What follows belongs to an exercise in optimizing a design on an open flow for small area, a short achievable clock period and few clock cycles per item; a production flow would make more cautious choices.
Where RTL was checked, it was by simulation tests only, not by an equivalence proof against the original.

== P ==
// SHA256_controller
module SHA256_controller (
	input CLOCK_50,
	input calculate,
	input [95:0] data,
	input [255:0] midstate,
	input [255:0] target,
	output [31:0] good_nonce,
	output reg done
);
For scale: ~6200 cells after synthesis, about 920 flip-flops, roughly 640 I/O pins.
clock: 10.0 ns
lec_check: 0
cap_margin: 20
core_margin: 2
core_utilization: 40
setup_slack_margin: 5.0
slew_margin: 20
tns_end_percent: 5
standard.sh (not shown) runs the stock make flow with config.mk's settings and CLKGATE_MAP_FILE= SYNTH_SCRIPT=/design/flow/synth_recipe.tcl, a recipe that flattens the netlist after the stock synthesis.
==> flow/flow/run.sh <==
#!/bin/bash
# The standard layout (the standard.sh: standard synthesis, floorplan, place,
# CTS, route, finish), with the port buffers made from buf_1 cells instead of
# the default choice, and timing repair aiming at 6.8 ns of setup slack.  make's full output goes to make.log in this folder;
# ORFS keeps each step's own log under orfs/logs.
set -euo pipefail
bash standard.sh BUFFER_PORTS_ARGS="-buffer_cell sky130_fd_sc_hd__buf_1" SETUP_SLACK_MARGIN=6.8 finish > make.log 2>&1
Testbench counts of P, summed over its fixed seeds: cycles 1,043,776, nonces 8,126.
Inputs modified between P and Q:
==> flow/flow/run.sh <==
#!/bin/bash
# The standard layout (the standard.sh: standard synthesis, floorplan, place,
# CTS, route, finish), with the port buffers made from buf_1 cells instead of
# the default choice, and timing repair aiming at 6.2 ns of setup slack.  make's full output goes to make.log in this folder;
# ORFS keeps each step's own log under orfs/logs.
set -euo pipefail
bash standard.sh BUFFER_PORTS_ARGS="-buffer_cell sky130_fd_sc_hd__buf_1" SETUP_SLACK_MARGIN=6.2 finish > make.log 2>&1
Notes after the runs:
| global-route usage | Q vs P | ≈ equal |. Fmax was lower in the run labelled P. Between Q and P, met1 capacity usage during global routing is higher for Q, P comes in under that.
Inputs modified between Q and R:
==> flow/run.sh (new file) <==
#!/bin/bash
# synth_recipe.tcl (not shown) runs the flow's synth.tcl, then flattens the netlist and writes it again
# the make line also repeats each setting of config.mk as NAME=value (left out here)
make -C /OpenROAD-flow-scripts/flow DESIGN_CONFIG=/design/flow/config.mk WORK_HOME=/design/flow/orfs CLKGATE_MAP_FILE= SYNTH_SCRIPT=/design/flow/synth_recipe.tcl finish
--- a/flow/config.mk
+++ b/flow/config.mk
@@ -12,2 +12 @@
 export SLEW_MARGIN = 20
-export TNS_END_PERCENT = 5
removed: flow/flow/run.sh
removed: flow/standard.sh
Notes after the runs:
Diff Q -> R: proportion of layout cells with a drive suffix above 1 now smaller, routing usage on met1 now smaller.
Summary — routed wire length, R relative to Q: lower, by 5200 µm.
Edits applied to the flow inputs when going from R to S:
==> flow/flow/run.sh (new file) <==
#!/bin/bash
# The standard layout (the standard.sh: standard synthesis, floorplan, place,
# CTS, route, finish), with the port buffers made from buf_1 cells instead of
# the default choice, and timing repair aiming at 6.2 ns of setup slack.  make's full output goes to make.log in this folder;
# ORFS keeps each step's own log under orfs/logs.
set -euo pipefail
bash standard.sh BUFFER_PORTS_ARGS="-buffer_cell sky130_fd_sc_hd__buf_1" SETUP_SLACK_MARGIN=6.2 finish > make.log 2>&1
==> flow/standard.sh (new file) <==
#!/bin/bash
# synth_recipe.tcl (not shown) runs the flow's synth.tcl, then flattens the netlist and writes it again
# the make line also repeats each setting of config.mk as NAME=value (left out here)
make -C /OpenROAD-flow-scripts/flow DESIGN_CONFIG=/design/flow/config.mk WORK_HOME=/design/flow/orfs CLKGATE_MAP_FILE= SYNTH_SCRIPT=/design/flow/synth_recipe.tcl "${@:-finish}"
--- a/flow/config.mk
+++ b/flow/config.mk
@@ -10,3 +10,6 @@
 export CORE_UTILIZATION = 40
+export CTS_BUF_LIST = sky130_fd_sc_hd__clkbuf_8
+export CTS_CLUSTER_SIZE = 40
 export SETUP_SLACK_MARGIN = 5.0
 export SLEW_MARGIN = 20
+export TNS_END_PERCENT = 5
removed: flow/run.sh
R → S: fmax increased 0.024 GHz; met1 layer usage reported by global route +2.0 points. Sort R and S by design area asc -> top: S. Routed length on met1: S > R. R vs S, worst setup path startpoint: core.a[27] vs rnd[4]. Row final instance count without filler cells: S higher / R lower. | path depth of the worst reg2reg path | lower: S |.

Another version of the RTL of SHA256_controller (not shown whole).
Size in the first run: ~6,300 cells after synthesis, ~840 flip-flops, roughly 640 I/O pins, ~54,000 µm² of cells after synthesis.
make LEC_CHECK=0 CAP_MARGIN=20 CORE_MARGIN=2 CORE_UTILIZATION=40 SLEW_MARGIN=20 finish   # period 10.0 ns
run.sh (not shown) runs the stock make flow with config.mk's settings and CLKGATE_MAP_FILE= SYNTH_SCRIPT=/design/flow/synth_recipe.tcl, a recipe that flattens the netlist after the stock synthesis.
Stock flow here: none of the scripts above is used.
The baseline passed the timing, design-rule and antenna checks.
Rerun with:
- CORE_UTILIZATION: 40 -> 65
- SETUP_SLACK_MARGIN: default -> 4.5
Die area fell by 38%.
Global-route usage rose by 22 points.
Setup slack is better by 1300 ps.
Function was not checked in any run of this note: the RTL went through the layout flow alone.

## rev 12
SHA256_controller, a different RTL version from the one above (not shown whole).
For scale: ~6000 cells after synthesis, ~640 I/O pins, roughly 0.057 mm^2 of cells after synthesis.
clock: 10.0 ns
lec_check: 0
cap_margin: 20
core_margin: 2
core_utilization: 40
setup_slack_margin: 5.0
slew_margin: 20
standard.sh (not shown) runs the stock make flow with config.mk's settings and CLKGATE_MAP_FILE= SYNTH_SCRIPT=/design/flow/synth_recipe.tcl, a recipe that flattens the netlist after the stock synthesis.
==> flow/flow/run.sh <==
#!/bin/bash
# The standard layout (the standard.sh: standard synthesis, floorplan, place,
# CTS, route, finish), with the port buffers made from buf_1 cells instead of
# the default choice, and timing repair aiming at 5.7 ns of setup slack.  make's full output goes to make.log in this folder;
# ORFS keeps each step's own log under orfs/logs.
set -euo pipefail
bash standard.sh BUFFER_PORTS_ARGS="-buffer_cell sky130_fd_sc_hd__buf_1" SETUP_SLACK_MARGIN=5.7 finish > make.log 2>&1
The flow did not stop early for rev 12: all stages ran, and the layout cleared the timing, design-rule and antenna checks.
[inputs] rev 13 vs rev 12
==> flow/flow/run.sh <==
#!/bin/bash
# The standard layout (the standard.sh: standard synthesis, floorplan, place,
# CTS, route, finish), with the port buffers made from buf_1 cells instead of
# the default choice, and timing repair aiming at 6.5 ns of setup slack.  make's full output goes to make.log in this folder;
# ORFS keeps each step's own log under orfs/logs.
set -euo pipefail
bash standard.sh BUFFER_PORTS_ARGS="-buffer_cell sky130_fd_sc_hd__buf_1" SETUP_SLACK_MARGIN=6.5 finish > make.log 2>&1
Rev 12 completed every stage of the flow, and the final layout passed the timing, design-rule and antenna checks. Rev 13 closes out successfully: all stages finished, all timing, DRC and antenna checks passed. In rev 13 relative to rev 12, final wirelength had gone down by a few percent. Going from rev 12 to rev 13, area share of buffers outside the clock network grows by 2.7 points. Reported for rev 12 and rev 13, synthesized area turned out identical to the last digit.
Function was not checked in any run of this note: the RTL went through the layout flow alone.

== trial 71 ==
SHA256_controller with an RTL version that a note above also has.
Size: ~920 flip-flops, roughly 640 I/O pins.
==> flow/config.mk <==
export PLATFORM = sky130hd
export DESIGN_NAME = SHA256_controller
export DESIGN_NICKNAME = SHA256_controller
export VERILOG_FILES = /design/flow/design.v
export SDC_FILE = /design/flow/constraint.sdc
export NUM_CORES = 4
export LEC_CHECK = 0
export ABC_AREA = 1
export CAP_MARGIN = 20
export CORE_MARGIN = 2
export CORE_UTILIZATION = 40
export SETUP_SLACK_MARGIN = 5.0
export SLEW_MARGIN = 20
export TNS_END_PERCENT = 5
==> flow/constraint.sdc <==
create_clock -name core_clock -period 10.0 [get_ports {CLOCK_50}]
set_input_delay 2.0000 -clock core_clock [delete_from_list [all_inputs] [get_ports {CLOCK_50}]]
set_output_delay 2.0000 -clock core_clock [all_outputs]
set_load 0.01 [all_outputs]
==> flow/flow/run.sh <==
#!/bin/bash
# The standard layout (the standard.sh: standard synthesis, floorplan, place,
# CTS, route, finish), with the port buffers made from buf_1 cells instead of
# the default choice, and timing repair aiming at 6.8 ns of setup slack.  make's full output goes to make.log in this folder;
# ORFS keeps each step's own log under orfs/logs.
set -euo pipefail
bash standard.sh BUFFER_PORTS_ARGS="-buffer_cell sky130_fd_sc_hd__buf_1" SETUP_SLACK_MARGIN=6.8 finish > make.log 2>&1
Every stage of the flow completed for trial 71, and the final layout passed the timing, design-rule and antenna checks.
Testbench counts of trial 71, summed over its fixed seeds: cycles 1,043,776, nonces 8,126.
> inputs changed (trial 71 -> trial 78)
Settings: removing ABC_AREA (formerly 1); removing TNS_END_PERCENT (formerly 5).
==> flow/flow/run.sh <==
#!/bin/bash
# The standard layout (the standard.sh: standard synthesis, floorplan, place,
# CTS, route, finish), with the port buffers made from buf_1 cells instead of
# the default choice.  make's full output goes to make.log in this folder;
# ORFS keeps each step's own log under orfs/logs.
set -euo pipefail
bash standard.sh BUFFER_PORTS_ARGS="-buffer_cell sky130_fd_sc_hd__buf_1" finish > make.log 2>&1
Area growth from synthesis to final layout in trial 78 is 12 points below trial 71.
Trial 78 vs trial 71 on first-pass GRT wire length: trial 78 is the lower one.
[compare] base=trial 71 new=trial 78: non-clock buffer count fell by 26%, met1 demand-to-capacity share in global routing fell by 8.6 points.
Changes observed in trial 78 relative to trial 71: final critical-path setup slack now sits lower; synthesized cell count now sits lower.
The area share of xor/xnor cells in the synthesized design in trial 78 sits 1.9 points above the value recorded for trial 71.

SHA256_controller, a different RTL version from the one above (not shown whole).
Size: ~7500 cells after synthesis, about 920 flip-flops, roughly 640 I/O pins, roughly 57000 µm² of cells after synthesis.
// SHA256_controller
module SHA256_controller (
	input CLOCK_50,
	input calculate,
	input [95:0] data,
	input [255:0] midstate,
	input [255:0] target,
	output [31:0] good_nonce,
	output reg done
);
export LEC_CHECK = 0
export ABC_AREA = 1
export CAP_MARGIN = 20
export CORE_MARGIN = 2
export CORE_UTILIZATION = 40
export SETUP_SLACK_MARGIN = 5.0
export SLEW_MARGIN = 20
export TNS_END_PERCENT = 5
create_clock -name core_clock -period 10.0 [get_ports {CLOCK_50}]
==> flow/flow/run.sh <==
#!/bin/bash
# The standard layout (the standard.sh: standard synthesis, floorplan, place,
# CTS, route, finish), with the port buffers made from buf_1 cells instead of
# the default choice, and timing repair aiming at 5.8 ns of setup slack.  make's full output goes to make.log in this folder;
# ORFS keeps each step's own log under orfs/logs.
set -euo pipefail
bash standard.sh BUFFER_PORTS_ARGS="-buffer_cell sky130_fd_sc_hd__buf_1" SETUP_SLACK_MARGIN=5.8 finish > make.log 2>&1
The first run produced a clean layout.
Testbench counts at the start, summed over its fixed seeds: cycles 1,043,776, nonces 8,126.
Rerun with:
==> flow/flow/run.sh (replaced) <==
#!/bin/bash
# The standard layout (the standard.sh: standard synthesis, floorplan, place,
# CTS, route, finish), with the port buffers made from buf_1 cells instead of
# the default choice, and timing repair aiming at 6.2 ns of setup slack.  make's full output goes to make.log in this folder;
# ORFS keeps each step's own log under orfs/logs.
set -euo pipefail
bash standard.sh BUFFER_PORTS_ARGS="-buffer_cell sky130_fd_sc_hd__buf_1" SETUP_SLACK_MARGIN=6.2 finish > make.log 2>&1
Result:
- The new run completed without violations
- design area goes up by about 3.2%
- core utilization goes up by 1.5 points
- area after synthesis does not change
- routed wire length is about the same
- first-iteration DRC count goes down by 5.6%

what the ideal ports hide:
The flow's constraints put no driver on any port. The routed layouts listed below were extracted and timed again, unchanged, in two steps. Step 1: set_driving_cell puts a clkbuf_16 on CLOCK_50 and a buf_2 on each other input, an assumption about the parent block. Step 2 times the ports against the registers' clock, not the clock port: input delays grow and output delays shrink by t, the midpoint of the rising clock arrivals with the driver on. a / b / c = no drivers / after step 1 / after step 2; a / b = the first two.
run | t (ns) | setup WS [ns] | hold slack, ns | worst setup path at the end | worst register clock-pin slew, ns
P | 0.808 | 5.506 / 5.506 / 5.095 | 0.310 / 0.310 / 0.310 | input to register | 0.07 / 0.07
Q | 0.817 | 5.628 / 5.628 / 5.043 | 0.291 / 0.291 / 0.291 | input to register | 0.07 / 0.07
R | 0.795 | 5.099 / 5.099 / 4.764 | 0.311 / 0.311 / 0.311 | input to register | 0.08 / 0.08
S | 1.016 | 5.609 / 5.609 / 5.004 | 0.282 / 0.282 / 0.282 | input to register | 0.07 / 0.07
the first run of note 2 | 0.783 | 3.059 / 3.059 / 3.059 | 0.416 / 0.416 / 0.416 | register to register | 0.07 / 0.07
the second run of note 2 | 0.762 | 4.336 / 4.336 / 3.746 | 0.423 / 0.423 / 0.423 | input to register | 0.08 / 0.08
rev 12 | 0.826 | 5.572 / 5.572 / 5.082 | 0.314 / 0.314 / 0.314 | input to register | 0.08 / 0.08
rev 13 | 0.789 | 5.738 / 5.738 / 5.595 | 0.294 / 0.294 / 0.294 | input to register | 0.07 / 0.07
trial 71 | 0.841 | 6.005 / 6.005 / 5.582 | 0.315 / 0.315 / 0.315 | input to register | 0.07 / 0.07
trial 78 | 0.815 | 5.153 / 5.153 / 5.086 | 0.303 / 0.303 / 0.303 | input to register | 0.07 / 0.07
the first run of note 5 | 0.806 | 5.582 / 5.582 / 5.009 | 0.309 / 0.309 / 0.309 | input to register | 0.07 / 0.07
the second run of note 5 | 0.821 | 6.022 / 6.022 / 5.378 | 0.309 / 0.309 / 0.309 | input to register | 0.07 / 0.07
After both steps setup and hold are still met in every run listed. The setup slack of the second run of note 5, which loses most, moves by 0.000 ns with the drivers and by -0.644 ns with both steps.
